Background: an optimization exercise with open tools, aiming at small area and a short achievable clock period. Do not read the settings as production practice. Where RTL was checked, it was by simulation tests only, not by an equivalence proof against the original. Power and IR drop assume default switching activity.

==> run a <==
==> flow/design.v (excerpt) <==
module conv3x3_fp32(
    input         clk,
    input         resetn,
    input         valid_in,
    input  [31:0] data,
    input  [31:0] w1, w2, w3, w4, w5, w6, w7, w8, w9,
    output        valid_out,
    output [31:0] data_out
);
export LEC_CHECK = 0
export CAP_MARGIN = 30
export CORE_MARGIN = 2
export CORE_UTILIZATION = 55
export SETUP_SLACK_MARGIN = 4.6
export SLEW_MARGIN = 20
create_clock -name core_clock -period 8.0 [get_ports {clk}]
standard.sh (not shown) runs the stock make flow with config.mk's settings and CLKGATE_MAP_FILE= SYNTH_SCRIPT=/design/flow/synth_recipe.tcl, a recipe that flattens the netlist after the stock synthesis.
==> flow/flow/run.sh <==
#!/bin/bash
set -euo pipefail
export BUFFER_PORTS_ARGS="-buffer_cell sky130_fd_sc_hd__buf_4"
bash standard.sh > standard_flow.log 2>&1
==> run b (differences from run a) <==
--- a/flow/design.v
+++ b/flow/design.v
@@ -1563,17 +1563,15 @@
   wire hs_s20 = hs_p0_20 ^ (hs_g5_19 | (hs_p5_19 & t2_lc));
   wire hs_s21 = hs_p0_21 ^ (hs_g5_20 | (hs_p5_20 & t2_lc));
   wire hs_s22 = hs_p0_22 ^ (hs_g5_21 | (hs_p5_21 & t2_lc));
   wire hs_s23 = hs_p0_23 ^ (hs_g5_22 | (hs_p5_22 & t2_lc));
   wire hs_s24 = hs_p0_24 ^ (hs_g5_23 | (hs_p5_23 & t2_lc));
   wire [24:0] hs = {hs_s24, hs_s23, hs_s22, hs_s21, hs_s20, hs_s19, hs_s18, hs_s17, hs_s16, hs_s15, hs_s14, hs_s13, hs_s12, hs_s11, hs_s10, hs_s9, hs_s8, hs_s7, hs_s6, hs_s5, hs_s4, hs_s3, hs_s2, hs_s1, hs_s0};
-  reg [24:0] hq; reg xs3; reg [4:0] xe3;
-  always @(posedge clk) begin hq <= hs; xs3 <= xs2; xe3 <= xe2; end
-  wire pz = (xe3 == 5'd0) | (we == 8'd0), ps = xs3 ^ ws;
-  wire [7:0] pe = {3'b0, xe3} + we - 8'd16;    
-  wire [31:0] pn = pz ? 32'd0 : hq[24] ? {ps, pe + 8'd1, hq[23:1]} : {ps, pe, hq[22:0]};
+  wire pz = (xe2 == 5'd0) | (we == 8'd0), ps = xs2 ^ ws;
+  wire [7:0] pe = {3'b0, xe2} + we - 8'd16;    
+  wire [31:0] pn = pz ? 32'd0 : hs[24] ? {ps, pe + 8'd1, hs[23:1]} : {ps, pe, hs[22:0]};
   always @(posedge clk) p <= pn;
 endmodule
 module fadd(input clk, input [31:0] a, input [31:0] b, output reg [31:0] y);
   wire [7:0] ea = a[30:23], eb = b[30:23];
   wire cmp_g0_0 = a[0] & ~b[0];
   wire cmp_p0_0 = a[0] ^ ~b[0];
@@ -1968,18 +1966,18 @@
     else if (valid_in) begin
       if (col == 4'd13) begin col <= 4'd0; row <= (row == 4'd13) ? 4'd0 : row + 4'd1; end
       else col <= col + 4'd1;
     end
   end
   wire win = valid_in & (row >= 4'd2) & (col >= 4'd2);
-  reg [20:0] vp;
+  reg [19:0] vp;
   always @(posedge clk or negedge resetn) begin
-    if (!resetn) vp <= 21'd0;
-    else vp <= {vp[19:0], win};
+    if (!resetn) vp <= 20'd0;
+    else vp <= {vp[18:0], win};
   end
-  assign valid_out = vp[20];
+  assign valid_out = vp[19];
   wire [4:0] de = (data[30:23] == 8'd0) ? 5'd0 : data[27:23] + 5'd17;
   wire [28:0] din = {data[31], de, data[22:0]};
   reg [28:0] lb [1:31];
   integer k;
   always @(posedge clk) if (valid_in) begin
     lb[1] <= din;
SETUP_SLACK_MARGIN = 4.2   (was 4.6)
==> run c (differences from run a) <==
==> flow/run.sh (new file) <==
#!/bin/bash
# synth_recipe.tcl (not shown) runs the flow's synth.tcl, then flattens the netlist and writes it again
# the make line also repeats each setting of config.mk as NAME=value (left out here)
make -C /OpenROAD-flow-scripts/flow DESIGN_CONFIG=/design/flow/config.mk WORK_HOME=/design/flow/orfs CLKGATE_MAP_FILE= SYNTH_SCRIPT=/design/flow/synth_recipe.tcl finish
SETUP_SLACK_MARGIN = 4.2   (was 4.6)
removed: flow/flow/run.sh
removed: flow/standard.sh
==> notes.md <==
Run status: run b no timing/DRC/antenna violations; run c no timing/DRC/antenna violations; run a no timing/DRC/antenna violations
Global routing usage on met1: run b 0.382; run c 0.387; run a 0.393
Number of combinational gates with multiple inputs: run b 17,900; run c 17,300; run a 17,300
Share of the synthesized area in the top cell type: run b 0.290; run c 0.306; run a 0.306
Required time worst endpoint: run b 9010 ps; run c 9020 ps; run a 9030 ps
Part of the power in the clock network: run b 0.181; run c 0.194; run a 0.190
Number of global-route vias before repair: run b 209,000; run c 206,000; run a 210,000
Buffers & Inverters on Critical Path: run b 6; run c 4; run a 5
Layout Nets: run b 32,000; run c 31,800; run a 32,100
Count of filler cells inserted in the layout: run b 44,200; run c 43,600; run a 41,900
Number of gates resized after CTS: run b 124; run c 310; run a 786
Crit path DAT: run b 4800 ps; run c 4820 ps; run a 4910 ps
Sequential cell count: run b 5,220; run c 5,500; run a 5,500
Sequential share of the synthesized area: run b 0.384; run c 0.398; run a 0.398
Die width: run b 738 um; run c 742 um; run a 742 um
Psw: run b 63.7 mW; run c 60.8 mW; run a 63.1 mW
Leakage dissipation: run b 140 nW; run c 144 nW; run a 148 nW
Pin count of the biggest net entering global routing: run b 193; run c 182; run a 183
Power consumed by combinational cells: run b 79.1 mW; run c 73.6 mW; run a 77.9 mW
Final period util: run b 0.473; run c 0.475; run a 0.485
Post-synthesis simple-gate area fraction: run b 0.0628; run c 0.0531; run a 0.0531
No functional check of the RTL was part of run b.


==> v9 <==
Another version of the RTL of conv3x3_fp32 (not shown whole).
export LEC_CHECK = 0
export CAP_MARGIN = 30
export CORE_MARGIN = 2
export CORE_UTILIZATION = 55
export SETUP_SLACK_MARGIN = 4.2
export SLEW_MARGIN = 20
create_clock -name core_clock -period 8.0 [get_ports {clk}]
==> flow/flow/run.sh <==
#!/bin/bash
set -euo pipefail
export BUFFER_PORTS_ARGS="-buffer_cell sky130_fd_sc_hd__buf_4"
bash standard.sh > standard_flow.log 2>&1
==> inputs of v4, as changes to v9 <==
--- a/flow/design.v
+++ b/flow/design.v
@@ -1813,17 +1813,16 @@
   wire add_s23 = pq[23] ^ add_g5_22;
   wire add_s24 = pq[24] ^ add_g5_23;
   wire [24:0] r1 = {add_s24, add_s23, add_s22, add_s21, add_s20, add_s19, add_s18, add_s17, add_s16, add_s15, add_s14, add_s13, add_s12, add_s11, add_s10, add_s9, add_s8, add_s7, add_s6, add_s5, add_s4, add_s3, add_s2, add_s1, add_s0};
   reg [24:0] r2; reg [7:0] eb2; reg sgn2;
   always @(posedge clk) begin r2 <= r1; eb2 <= ebq; sgn2 <= sgnq; end
   reg [4:0] lz2; integer i;
-  always @* begin lz2 = 5'd0; for (i = 0; i < 25; i = i + 1) if (r2[i]) lz2 = 5'd24 - i[4:0]; end
+  always @* begin lz2 = 5'd0; for (i = 0; i < 24; i = i + 1) if (r2[i]) lz2 = 5'd23 - i[4:0]; end
   wire z2 = (r2 == 25'd0);
-  wire [24:0] nl = r2 << lz2;
-  wire [7:0] en = eb2 + 8'd1 - {3'b0, lz2};
-  wire [31:0] yn = z2 ? 32'd0 : {sgn2, en, nl[23:1]};
+  wire [23:0] nl = r2[23:0] << lz2;
+  wire [31:0] yn = r2[24] ? {sgn2, eb2 + 8'd1, r2[23:1]} : z2 ? 32'd0 : {sgn2, eb2 - {3'b0, lz2}, nl[22:0]};
   always @(posedge clk) y <= yn;
 endmodule
 module conv3x3_fp32(
     input         clk,
     input         resetn,
     input         valid_in,
- ABC_AREA: not set -> 1
==> comparison table <==
	v4	v9
Result of the run	no timing/DRC/antenna violations	no timing/DRC/antenna violations
Start point of the worst min-delay path	a2.ebq[6]	a2.ebq[0]
Power per cell area	441 nW/um^2	448 nW/um^2
Proportion of final cell area spent on non-clock buffers	0.0284	0.0273
Data required time at the worst endpoint	8.98 ns	8.90 ns
Achievable Freq	254 MHz	265 MHz
Multi-input gate area in the final layout	163000 um^2	170000 um^2
Routability congestion estimate from global placement	0.915	0.898
Die ar.	513000 um^2	520000 um^2
Sequential group power	38800 uW	39000 uW
Adder-cell area share of the yosys netlist	0.239	0.237
Area fraction in compound gates after synthesis	0.113	0.128
Number of nets in the synthesized netlist	34200	31700
Final instance count without filler cells	37200	34400
Netlist cell types	82	99
Number of vias per cell	5.63	5.67
Proportion of synthesized area in mux cells	0.00493	0.0432
The RTL of v9 was laid out without a check of its function.


==> run E: inputs <==
RTL: one of the versions met above, not the one the previous note started from.
export LEC_CHECK = 0
export CAP_MARGIN = 30
export CORE_MARGIN = 2
export CORE_UTILIZATION = 55
export CTS_CLUSTER_DIAMETER = 100
export CTS_CLUSTER_SIZE = 25
export SETUP_SLACK_MARGIN = 4.4
export SLEW_MARGIN = 20
create_clock -name core_clock -period 8.0 [get_ports {clk}]
Scripts as last shown in full above: flow/flow/run.sh
==> inputs of run C, as changes to run E <==
--- a/flow/config.mk
+++ b/flow/config.mk
@@ -7,8 +7,6 @@
 export LEC_CHECK = 0
-export CAP_MARGIN = 30
+export CAP_MARGIN = 5
 export CORE_MARGIN = 2
 export CORE_UTILIZATION = 55
-export CTS_CLUSTER_DIAMETER = 100
-export CTS_CLUSTER_SIZE = 25
 export SETUP_SLACK_MARGIN = 4.4
-export SLEW_MARGIN = 20
+export SLEW_MARGIN = 5
==> notes <==
- Run E passed the timing, design-rule and antenna checks. Run C produced a layout that fails on capacitance limit, slew limit.
- In combinational power, run C and run E hardly differ.
- Flip-flop and latch count is the same in run E and run C.
- In synthesized area, run E and run C do not differ.
- Against run E, the total power of run C is larger by about 7%.
- Against run C, the register-to-register slack of run E is worse by 0.05 ns.
- Sequential share of layout area: run C is lower than run E (0.95 points).


==> exp/onyx: inputs <==
conv3x3_fp32 again, from the RTL that the note above started with.
==> flow/config.mk <==
export PLATFORM = sky130hd
export DESIGN_NAME = conv3x3_fp32
export DESIGN_NICKNAME = conv3x3_fp32
export VERILOG_FILES = /design/flow/design.v
export SDC_FILE = /design/flow/constraint.sdc
export NUM_CORES = 8
export LEC_CHECK = 0
export CAP_MARGIN = 30
export CORE_MARGIN = 2
export CORE_UTILIZATION = 55
export SETUP_SLACK_MARGIN = 4.6
export SLEW_MARGIN = 20
==> flow/constraint.sdc <==
create_clock -name core_clock -period 8.0 [get_ports {clk}]
set_input_delay 1.6000 -clock core_clock [delete_from_list [all_inputs] [get_ports {clk}]]
set_output_delay 1.6000 -clock core_clock [all_outputs]
set_load 0.01 [all_outputs]
Scripts as last shown in full above: flow/flow/run.sh
==> inputs of exp/umber, as changes to exp/onyx <==
--- a/flow/design.v
+++ b/flow/design.v
@@ -1,10 +1,22 @@
 module cmul(input clk, input [22:0] xm, input [4:0] xe, input xs, input [22:0] wm, input [7:0] we, input ws,
+            input [20:0] xd,    
             output reg [31:0] p);
+  function [35:0] benc(input [22:0] m);
+    reg [24:0] x; integer i;
+    begin
+      x = {1'b1, m, 1'b0};
+      for (i = 0; i < 12; i = i + 1) begin
+        benc[3*i]   = x[2*i+1] ^ x[2*i];
+        benc[3*i+1] = (x[2*i+2] & ~x[2*i+1] & ~x[2*i]) | (~x[2*i+2] & x[2*i+1] & x[2*i]);
+        benc[3*i+2] = x[2*i+2] & ~(x[2*i+1] & x[2*i]);
+      end
+    end
+  endfunction
   reg t1_303;
   reg t1_304;
   reg t1_305;
   reg t1_306;
   reg t1_307;
   reg t1_308;
   reg t1_309;
   reg t1_310;
@@ -76,20 +88,21 @@
   reg t1_376;
   reg t1_377;
   reg t2_lk;
   reg [8:0] t2_la;
   reg [8:0] t2_lb;
   reg [24:0] t2_ha;
   reg [24:0] t2_hb;
   reg [22:13] xh;
+  reg [14:0] xq;    
   reg xs1, xs2; reg [4:0] xe1, xe2;
-  wire one0 = xm[0] ^ 1'b0;
-  wire two0 = (xm[1] & ~xm[0] & ~1'b0) | (~xm[1] & xm[0] & 1'b0);
-  wire neg0 = xm[1] & ~(xm[0] & 1'b0);
+  wire one0 = xd[0];
+  wire two0 = xd[1];
+  wire neg0 = xd[2];
   wire pp0_0 = neg0 ^ ((one0 & wm[0]));
   wire pp0_1 = neg0 ^ ((one0 & wm[1]) | (two0 & wm[0]));
   wire pp0_2 = neg0 ^ ((one0 & wm[2]) | (two0 & wm[1]));
   wire pp0_3 = neg0 ^ ((one0 & wm[3]) | (two0 & wm[2]));
   wire pp0_4 = neg0 ^ ((one0 & wm[4]) | (two0 & wm[3]));
   wire pp0_5 = neg0 ^ ((one0 & wm[5]) | (two0 & wm[4]));
   wire pp0_6 = neg0 ^ ((one0 & wm[6]) | (two0 & wm[5]));
   wire pp0_7 = neg0 ^ ((one0 & wm[7]) | (two0 & wm[6]));
@@ -105,19 +118,19 @@
   wire pp0_17 = neg0 ^ ((one0 & wm[17]) | (two0 & wm[16]));
   wire pp0_18 = neg0 ^ ((one0 & wm[18]) | (two0 & wm[17]));
   wire pp0_19 = neg0 ^ ((one0 & wm[19]) | (two0 & wm[18]));
   wire pp0_20 = neg0 ^ ((one0 & wm[20]) | (two0 & wm[19]));
   wire pp0_21 = neg0 ^ ((one0 & wm[21]) | (two0 & wm[20]));
   wire pp0_22 = neg0 ^ ((one0 & wm[22]) | (two0 & wm[21]));
   wire pp0_23 = neg0 ^ ((one0 & 1'b1) | (two0 & wm[22]));
   wire pp0_24 = neg0 ^ ((two0 & 1'b1));
-  wire one1 = xm[2] ^ xm[1];
-  wire two1 = (xm[3] & ~xm[2] & ~xm[1]) | (~xm[3] & xm[2] & xm[1]);
-  wire neg1 = xm[3] & ~(xm[2] & xm[1]);
+  wire one1 = xd[3];
+  wire two1 = xd[4];
+  wire neg1 = xd[5];
   wire pp1_0 = neg1 ^ ((one1 & wm[0]));
   wire pp1_1 = neg1 ^ ((one1 & wm[1]) | (two1 & wm[0]));
   wire pp1_2 = neg1 ^ ((one1 & wm[2]) | (two1 & wm[1]));
   wire pp1_3 = neg1 ^ ((one1 & wm[3]) | (two1 & wm[2]));
   wire pp1_4 = neg1 ^ ((one1 & wm[4]) | (two1 & wm[3]));
   wire pp1_5 = neg1 ^ ((one1 & wm[5]) | (two1 & wm[4]));
   wire pp1_6 = neg1 ^ ((one1 & wm[6]) | (two1 & wm[5]));
   wire pp1_7 = neg1 ^ ((one1 & wm[7]) | (two1 & wm[6]));
@@ -133,19 +146,19 @@
   wire pp1_17 = neg1 ^ ((one1 & wm[17]) | (two1 & wm[16]));
   wire pp1_18 = neg1 ^ ((one1 & wm[18]) | (two1 & wm[17]));
   wire pp1_19 = neg1 ^ ((one1 & wm[19]) | (two1 & wm[18]));
   wire pp1_20 = neg1 ^ ((one1 & wm[20]) | (two1 & wm[19]));
   wire pp1_21 = neg1 ^ ((one1 & wm[21]) | (two1 & wm[20]));
   wire pp1_22 = neg1 ^ ((one1 & wm[22]) | (two1 & wm[21]));
   wire pp1_23 = neg1 ^ ((one1 & 1'b1) | (two1 & wm[22]));
   wire pp1_24 = neg1 ^ ((two1 & 1'b1));
-  wire one2 = xm[4] ^ xm[3];
-  wire two2 = (xm[5] & ~xm[4] & ~xm[3]) | (~xm[5] & xm[4] & xm[3]);
-  wire neg2 = xm[5] & ~(xm[4] & xm[3]);
+  wire one2 = xd[6];
+  wire two2 = xd[7];
+  wire neg2 = xd[8];
   wire pp2_0 = neg2 ^ ((one2 & wm[0]));
   wire pp2_1 = neg2 ^ ((one2 & wm[1]) | (two2 & wm[0]));
   wire pp2_2 = neg2 ^ ((one2 & wm[2]) | (two2 & wm[1]));
   wire pp2_3 = neg2 ^ ((one2 & wm[3]) | (two2 & wm[2]));
   wire pp2_4 = neg2 ^ ((one2 & wm[4]) | (two2 & wm[3]));
   wire pp2_5 = neg2 ^ ((one2 & wm[5]) | (two2 & wm[4]));
   wire pp2_6 = neg2 ^ ((one2 & wm[6]) | (two2 & wm[5]));
   wire pp2_7 = neg2 ^ ((one2 & wm[7]) | (two2 & wm[6]));
@@ -161,19 +174,19 @@
   wire pp2_17 = neg2 ^ ((one2 & wm[17]) | (two2 & wm[16]));
   wire pp2_18 = neg2 ^ ((one2 & wm[18]) | (two2 & wm[17]));
   wire pp2_19 = neg2 ^ ((one2 & wm[19]) | (two2 & wm[18]));
   wire pp2_20 = neg2 ^ ((one2 & wm[20]) | (two2 & wm[19]));
   wire pp2_21 = neg2 ^ ((one2 & wm[21]) | (two2 & wm[20]));
   wire pp2_22 = neg2 ^ ((one2 & wm[22]) | (two2 & wm[21]));
   wire pp2_23 = neg2 ^ ((one2 & 1'b1) | (two2 & wm[22]));
   wire pp2_24 = neg2 ^ ((two2 & 1'b1));
-  wire one3 = xm[6] ^ xm[5];
-  wire two3 = (xm[7] & ~xm[6] & ~xm[5]) | (~xm[7] & xm[6] & xm[5]);
-  wire neg3 = xm[7] & ~(xm[6] & xm[5]);
+  wire one3 = xd[9];
+  wire two3 = xd[10];
+  wire neg3 = xd[11];
   wire pp3_0 = neg3 ^ ((one3 & wm[0]));
   wire pp3_1 = neg3 ^ ((one3 & wm[1]) | (two3 & wm[0]));
   wire pp3_2 = neg3 ^ ((one3 & wm[2]) | (two3 & wm[1]));
   wire pp3_3 = neg3 ^ ((one3 & wm[3]) | (two3 & wm[2]));
   wire pp3_4 = neg3 ^ ((one3 & wm[4]) | (two3 & wm[3]));
   wire pp3_5 = neg3 ^ ((one3 & wm[5]) | (two3 & wm[4]));
   wire pp3_6 = neg3 ^ ((one3 & wm[6]) | (two3 & wm[5]));
   wire pp3_7 = neg3 ^ ((one3 & wm[7]) | (two3 & wm[6]));
@@ -189,19 +202,19 @@
   wire pp3_17 = neg3 ^ ((one3 & wm[17]) | (two3 & wm[16]));
   wire pp3_18 = neg3 ^ ((one3 & wm[18]) | (two3 & wm[17]));
   wire pp3_19 = neg3 ^ ((one3 & wm[19]) | (two3 & wm[18]));
   wire pp3_20 = neg3 ^ ((one3 & wm[20]) | (two3 & wm[19]));
   wire pp3_21 = neg3 ^ ((one3 & wm[21]) | (two3 & wm[20]));
   wire pp3_22 = neg3 ^ ((one3 & wm[22]) | (two3 & wm[21]));
   wire pp3_23 = neg3 ^ ((one3 & 1'b1) | (two3 & wm[22]));
   wire pp3_24 = neg3 ^ ((two3 & 1'b1));
-  wire one4 = xm[8] ^ xm[7];
-  wire two4 = (xm[9] & ~xm[8] & ~xm[7]) | (~xm[9] & xm[8] & xm[7]);
-  wire neg4 = xm[9] & ~(xm[8] & xm[7]);
+  wire one4 = xd[12];
+  wire two4 = xd[13];
+  wire neg4 = xd[14];
   wire pp4_0 = neg4 ^ ((one4 & wm[0]));
   wire pp4_1 = neg4 ^ ((one4 & wm[1]) | (two4 & wm[0]));
   wire pp4_2 = neg4 ^ ((one4 & wm[2]) | (two4 & wm[1]));
   wire pp4_3 = neg4 ^ ((one4 & wm[3]) | (two4 & wm[2]));
   wire pp4_4 = neg4 ^ ((one4 & wm[4]) | (two4 & wm[3]));
   wire pp4_5 = neg4 ^ ((one4 & wm[5]) | (two4 & wm[4]));
   wire pp4_6 = neg4 ^ ((one4 & wm[6]) | (two4 & wm[5]));
   wire pp4_7 = neg4 ^ ((one4 & wm[7]) | (two4 & wm[6]));
@@ -217,19 +230,19 @@
   wire pp4_17 = neg4 ^ ((one4 & wm[17]) | (two4 & wm[16]));
   wire pp4_18 = neg4 ^ ((one4 & wm[18]) | (two4 & wm[17]));
   wire pp4_19 = neg4 ^ ((one4 & wm[19]) | (two4 & wm[18]));
   wire pp4_20 = neg4 ^ ((one4 & wm[20]) | (two4 & wm[19]));
   wire pp4_21 = neg4 ^ ((one4 & wm[21]) | (two4 & wm[20]));
   wire pp4_22 = neg4 ^ ((one4 & wm[22]) | (two4 & wm[21]));
   wire pp4_23 = neg4 ^ ((one4 & 1'b1) | (two4 & wm[22]));
   wire pp4_24 = neg4 ^ ((two4 & 1'b1));
-  wire one5 = xm[10] ^ xm[9];
-  wire two5 = (xm[11] & ~xm[10] & ~xm[9]) | (~xm[11] & xm[10] & xm[9]);
-  wire neg5 = xm[11] & ~(xm[10] & xm[9]);
+  wire one5 = xd[15];
+  wire two5 = xd[16];
+  wire neg5 = xd[17];
   wire pp5_0 = neg5 ^ ((one5 & wm[0]));
   wire pp5_1 = neg5 ^ ((one5 & wm[1]) | (two5 & wm[0]));
   wire pp5_2 = neg5 ^ ((one5 & wm[2]) | (two5 & wm[1]));
   wire pp5_3 = neg5 ^ ((one5 & wm[3]) | (two5 & wm[2]));
   wire pp5_4 = neg5 ^ ((one5 & wm[4]) | (two5 & wm[3]));
   wire pp5_5 = neg5 ^ ((one5 & wm[5]) | (two5 & wm[4]));
   wire pp5_6 = neg5 ^ ((one5 & wm[6]) | (two5 & wm[5]));
   wire pp5_7 = neg5 ^ ((one5 & wm[7]) | (two5 & wm[6]));
@@ -245,19 +258,19 @@
   wire pp5_17 = neg5 ^ ((one5 & wm[17]) | (two5 & wm[16]));
   wire pp5_18 = neg5 ^ ((one5 & wm[18]) | (two5 & wm[17]));
   wire pp5_19 = neg5 ^ ((one5 & wm[19]) | (two5 & wm[18]));
   wire pp5_20 = neg5 ^ ((one5 & wm[20]) | (two5 & wm[19]));
   wire pp5_21 = neg5 ^ ((one5 & wm[21]) | (two5 & wm[20]));
   wire pp5_22 = neg5 ^ ((one5 & wm[22]) | (two5 & wm[21]));
   wire pp5_23 = neg5 ^ ((one5 & 1'b1) | (two5 & wm[22]));
   wire pp5_24 = neg5 ^ ((two5 & 1'b1));
-  wire one6 = xm[12] ^ xm[11];
-  wire two6 = (xm[13] & ~xm[12] & ~xm[11]) | (~xm[13] & xm[12] & xm[11]);
-  wire neg6 = xm[13] & ~(xm[12] & xm[11]);
+  wire one6 = xd[18];
+  wire two6 = xd[19];
+  wire neg6 = xd[20];
   wire pp6_0 = neg6 ^ ((one6 & wm[0]));
   wire pp6_1 = neg6 ^ ((one6 & wm[1]) | (two6 & wm[0]));
   wire pp6_2 = neg6 ^ ((one6 & wm[2]) | (two6 & wm[1]));
   wire pp6_3 = neg6 ^ ((one6 & wm[3]) | (two6 & wm[2]));
   wire pp6_4 = neg6 ^ ((one6 & wm[4]) | (two6 & wm[3]));
   wire pp6_5 = neg6 ^ ((one6 & wm[5]) | (two6 & wm[4]));
   wire pp6_6 = neg6 ^ ((one6 & wm[6]) | (two6 & wm[5]));
   wire pp6_7 = neg6 ^ ((one6 & wm[7]) | (two6 & wm[6]));
@@ -1193,16 +1206,17 @@
     t1_371 <= s297;
     t1_372 <= c298;
     t1_373 <= s299;
     t1_374 <= c300;
     t1_375 <= s301;
     t1_376 <= ~neg6;
     t1_377 <= c302;
     xh <= xm[22:13];
+    xq <= benc(xm) >> 21;
     xs1 <= xs; xe1 <= xe;
     t2_lk <= lk;
     t2_la <= la[22:14];
     t2_lb <= lb_[22:14];
     t2_ha <= ha;
     t2_hb <= hb;
     xs2 <= xs1; xe2 <= xe1;
   end
@@ -1863,34 +1877,54 @@
   wire [22:0] wm7 = w7[22:0];
   wire [22:0] wm8 = w8[22:0];
   wire [22:0] wm9 = w9[22:0];
   reg [28:0] p1d [1:12];
   always @(posedge clk) begin
     p1d[1] <= lb[31];
     for (k = 2; k <= 12; k = k + 1) p1d[k] <= p1d[k-1];
   end
+  function [35:0] benc(input [22:0] m);
+    reg [24:0] x; integer i;
+    begin
+      x = {1'b1, m, 1'b0};
+      for (i = 0; i < 12; i = i + 1) begin
+        benc[3*i]   = x[2*i+1] ^ x[2*i];
+        benc[3*i+1] = (x[2*i+2] & ~x[2*i+1] & ~x[2*i]) | (~x[2*i+2] & x[2*i+1] & x[2*i]);
+        benc[3*i+2] = x[2*i+2] & ~(x[2*i+1] & x[2*i]);
+      end
+    end
+  endfunction
+  reg [20:0] ed2; always @(posedge clk) if (valid_in) ed2 <= benc(lb[29][22:0]);
+  reg [20:0] ed3; always @(posedge clk) if (valid_in) ed3 <= benc(lb[28][22:0]);
+  reg [20:0] ed4; always @(posedge clk) if (valid_in) ed4 <= benc(lb[16][22:0]);
+  reg [20:0] ed5; always @(posedge clk) if (valid_in) ed5 <= benc(lb[15][22:0]);
+  reg [20:0] ed6; always @(posedge clk) if (valid_in) ed6 <= benc(lb[14][22:0]);
+  reg [20:0] ed7; always @(posedge clk) if (valid_in) ed7 <= benc(lb[2][22:0]);
+  reg [20:0] ed8; always @(posedge clk) if (valid_in) ed8 <= benc(lb[1][22:0]);
+  reg [20:0] ed9; always @(posedge clk) if (valid_in) ed9 <= benc(din[22:0]);
+  reg [20:0] ed1; always @(posedge clk) ed1 <= benc(p1d[11][22:0]);
   wire [31:0] P1;
-  cmul u_m1(.clk(clk), .xm(p1d[12][22:0]), .xe(p1d[12][27:23]), .xs(p1d[12][28]), .wm(wm1), .we(w1[30:23]), .ws(w1[31]), .p(P1));
+  cmul u_m1(.clk(clk), .xm(p1d[12][22:0]), .xe(p1d[12][27:23]), .xs(p1d[12][28]), .wm(wm1), .we(w1[30:23]), .ws(w1[31]), .xd(ed1), .p(P1));
   wire [31:0] P2;
-  cmul u_m2(.clk(clk), .xm(lb[30][22:0]), .xe(lb[30][27:23]), .xs(lb[30][28]), .wm(wm2), .we(w2[30:23]), .ws(w2[31]), .p(P2));
+  cmul u_m2(.clk(clk), .xm(lb[30][22:0]), .xe(lb[30][27:23]), .xs(lb[30][28]), .wm(wm2), .we(w2[30:23]), .ws(w2[31]), .xd(ed2), .p(P2));
   wire [31:0] P3;
-  cmul u_m3(.clk(clk), .xm(lb[29][22:0]), .xe(lb[29][27:23]), .xs(lb[29][28]), .wm(wm3), .we(w3[30:23]), .ws(w3[31]), .p(P3));
+  cmul u_m3(.clk(clk), .xm(lb[29][22:0]), .xe(lb[29][27:23]), .xs(lb[29][28]), .wm(wm3), .we(w3[30:23]), .ws(w3[31]), .xd(ed3), .p(P3));
   wire [31:0] P4;
-  cmul u_m4(.clk(clk), .xm(lb[17][22:0]), .xe(lb[17][27:23]), .xs(lb[17][28]), .wm(wm4), .we(w4[30:23]), .ws(w4[31]), .p(P4));
+  cmul u_m4(.clk(clk), .xm(lb[17][22:0]), .xe(lb[17][27:23]), .xs(lb[17][28]), .wm(wm4), .we(w4[30:23]), .ws(w4[31]), .xd(ed4), .p(P4));
   wire [31:0] P5;
-  cmul u_m5(.clk(clk), .xm(lb[16][22:0]), .xe(lb[16][27:23]), .xs(lb[16][28]), .wm(wm5), .we(w5[30:23]), .ws(w5[31]), .p(P5));
+  cmul u_m5(.clk(clk), .xm(lb[16][22:0]), .xe(lb[16][27:23]), .xs(lb[16][28]), .wm(wm5), .we(w5[30:23]), .ws(w5[31]), .xd(ed5), .p(P5));
   wire [31:0] P6;
-  cmul u_m6(.clk(clk), .xm(lb[15][22:0]), .xe(lb[15][27:23]), .xs(lb[15][28]), .wm(wm6), .we(w6[30:23]), .ws(w6[31]), .p(P6));
+  cmul u_m6(.clk(clk), .xm(lb[15][22:0]), .xe(lb[15][27:23]), .xs(lb[15][28]), .wm(wm6), .we(w6[30:23]), .ws(w6[31]), .xd(ed6), .p(P6));
   wire [31:0] P7;
-  cmul u_m7(.clk(clk), .xm(lb[3][22:0]), .xe(lb[3][27:23]), .xs(lb[3][28]), .wm(wm7), .we(w7[30:23]), .ws(w7[31]), .p(P7));
+  cmul u_m7(.clk(clk), .xm(lb[3][22:0]), .xe(lb[3][27:23]), .xs(lb[3][28]), .wm(wm7), .we(w7[30:23]), .ws(w7[31]), .xd(ed7), .p(P7));
   wire [31:0] P8;
-  cmul u_m8(.clk(clk), .xm(lb[2][22:0]), .xe(lb[2][27:23]), .xs(lb[2][28]), .wm(wm8), .we(w8[30:23]), .ws(w8[31]), .p(P8));
+  cmul u_m8(.clk(clk), .xm(lb[2][22:0]), .xe(lb[2][27:23]), .xs(lb[2][28]), .wm(wm8), .we(w8[30:23]), .ws(w8[31]), .xd(ed8), .p(P8));
   wire [31:0] P9;
-  cmul u_m9(.clk(clk), .xm(lb[1][22:0]), .xe(lb[1][27:23]), .xs(lb[1][28]), .wm(wm9), .we(w9[30:23]), .ws(w9[31]), .p(P9));
+  cmul u_m9(.clk(clk), .xm(lb[1][22:0]), .xe(lb[1][27:23]), .xs(lb[1][28]), .wm(wm9), .we(w9[30:23]), .ws(w9[31]), .xd(ed9), .p(P9));
   wire [31:0] s98, s76, s54, s32, s9876, s5432, s8, y;
   fadd a0(.clk(clk), .a(P9), .b(P8), .y(s98));
   fadd a1(.clk(clk), .a(P7), .b(P6), .y(s76));
   fadd a2(.clk(clk), .a(P5), .b(P4), .y(s54));
   fadd a3(.clk(clk), .a(P3), .b(P2), .y(s32));
   fadd a4(.clk(clk), .a(s98), .b(s76), .y(s9876));
   fadd a5(.clk(clk), .a(s54), .b(s32), .y(s5432));
   fadd a6(.clk(clk), .a(s5432), .b(s9876), .y(s8));
==> flow/config.mk (replaced) <==
export PLATFORM = sky130hd
export DESIGN_NAME = conv3x3_fp32
export DESIGN_NICKNAME = conv3x3_fp32
export VERILOG_FILES = /design/flow/design.v
export SDC_FILE = /design/flow/constraint.sdc
export NUM_CORES = 8
export LEC_CHECK = 0
export CAP_MARGIN = 30
export CORE_MARGIN = 2
export CORE_UTILIZATION = 55
export SETUP_SLACK_MARGIN = 4.2
export SLEW_MARGIN = 20
==> inputs of exp/delta, as changes to exp/onyx <==
==> flow/config.mk (replaced) <==
export PLATFORM = sky130hd
export DESIGN_NAME = conv3x3_fp32
export DESIGN_NICKNAME = conv3x3_fp32
export VERILOG_FILES = /design/flow/design.v
export SDC_FILE = /design/flow/constraint.sdc
export NUM_CORES = 8
export LEC_CHECK = 0
export CAP_MARGIN = 30
export CORE_MARGIN = 2
export CORE_UTILIZATION = 55
export PLACE_DENSITY = 0.72
export SETUP_SLACK_MARGIN = 4.2
export SLEW_MARGIN = 20
==> comparison <==
- Of exp/umber and exp/delta, exp/delta has the higher first-iteration DRC count (gap 18%, measured against exp/delta).
- Clock skew, highest first: exp/onyx, exp/delta, exp/umber.
- Worst hold slack, highest first: exp/delta, exp/umber, exp/onyx.
- Against exp/onyx, the via count of exp/umber is smaller by about 3%.
- Between exp/umber and exp/delta, the lower register-to-register slack is in exp/umber (gap 0.03 ns).
- Against exp/umber, the synthesized area of exp/delta is smaller by about 1.5%.
- Clock power: exp/delta is lower than exp/umber (9.0%).
- Between exp/delta and exp/onyx, the lower combinational power is in exp/delta (gap 6.8%, measured against exp/onyx).
- Of exp/onyx and exp/umber, exp/umber has the higher sequential power (gap about 2%, measured against exp/umber).
- Routed wire length, highest first: exp/onyx, exp/umber, exp/delta.
- Setup slack: exp/delta is higher than exp/umber (0.033 ns).
Function not checked in exp/umber: the RTL went through the layout flow alone.

## static timing again, ports no longer ideal
No port has a modelled driver above. Below, the same layouts with a new extraction and two added sets of constraints.
Step 1 assumes that a clkbuf_16 drives the clock port and a buf_2 every other input.
Step 2 adds t to the input delays and takes it off the output delays; t is the mean of the earliest and latest rising clock arrival at the registers after step 1. Input paths then give back, and output paths get back, about the clock's delay inside the block.
a / b / c = ideal ports / drivers / drivers and shift; a / b = the first two.
run	t, ns	slack for setup (ns)	worst setup path after step 2	clock arrival spread, ns	worst data-port slew with drivers (ns)
run a of note 1	1.223	4.122 / 4.112 / 2.889	input to register	0.084 / 0.084	0.28
run b of note 1	1.209	4.213 / 4.189 / 2.980	input to register	0.095 / 0.095	0.36
run c of note 1	1.219	4.201 / 4.136 / 2.917	input to register	0.083 / 0.082	0.28
v9	1.140	4.231 / 4.231 / 3.319	input to register	0.131 / 0.131	0.29
v4	1.139	4.060 / 4.097 / 2.958	input to register	0.113 / 0.112	0.26
run E of note 3	1.111	4.371 / 4.272 / 3.161	input to register	0.115 / 0.115	0.30
run C of note 3	1.151	4.425 / 4.329 / 3.178	input to register	0.083 / 0.082	0.30
exp/onyx	1.144	4.337 / 4.333 / 3.189	input to register	0.077 / 0.078	0.34
exp/umber	1.195	4.243 / 4.243 / 3.321	input to register	0.063 / 0.063	0.32
exp/delta	1.141	4.276 / 4.276 / 3.307	input to register	0.085 / 0.085	0.29
The setup slack of run c of note 1, which loses most, moves by -0.065 ns with the drivers and by -1.284 ns with both steps.
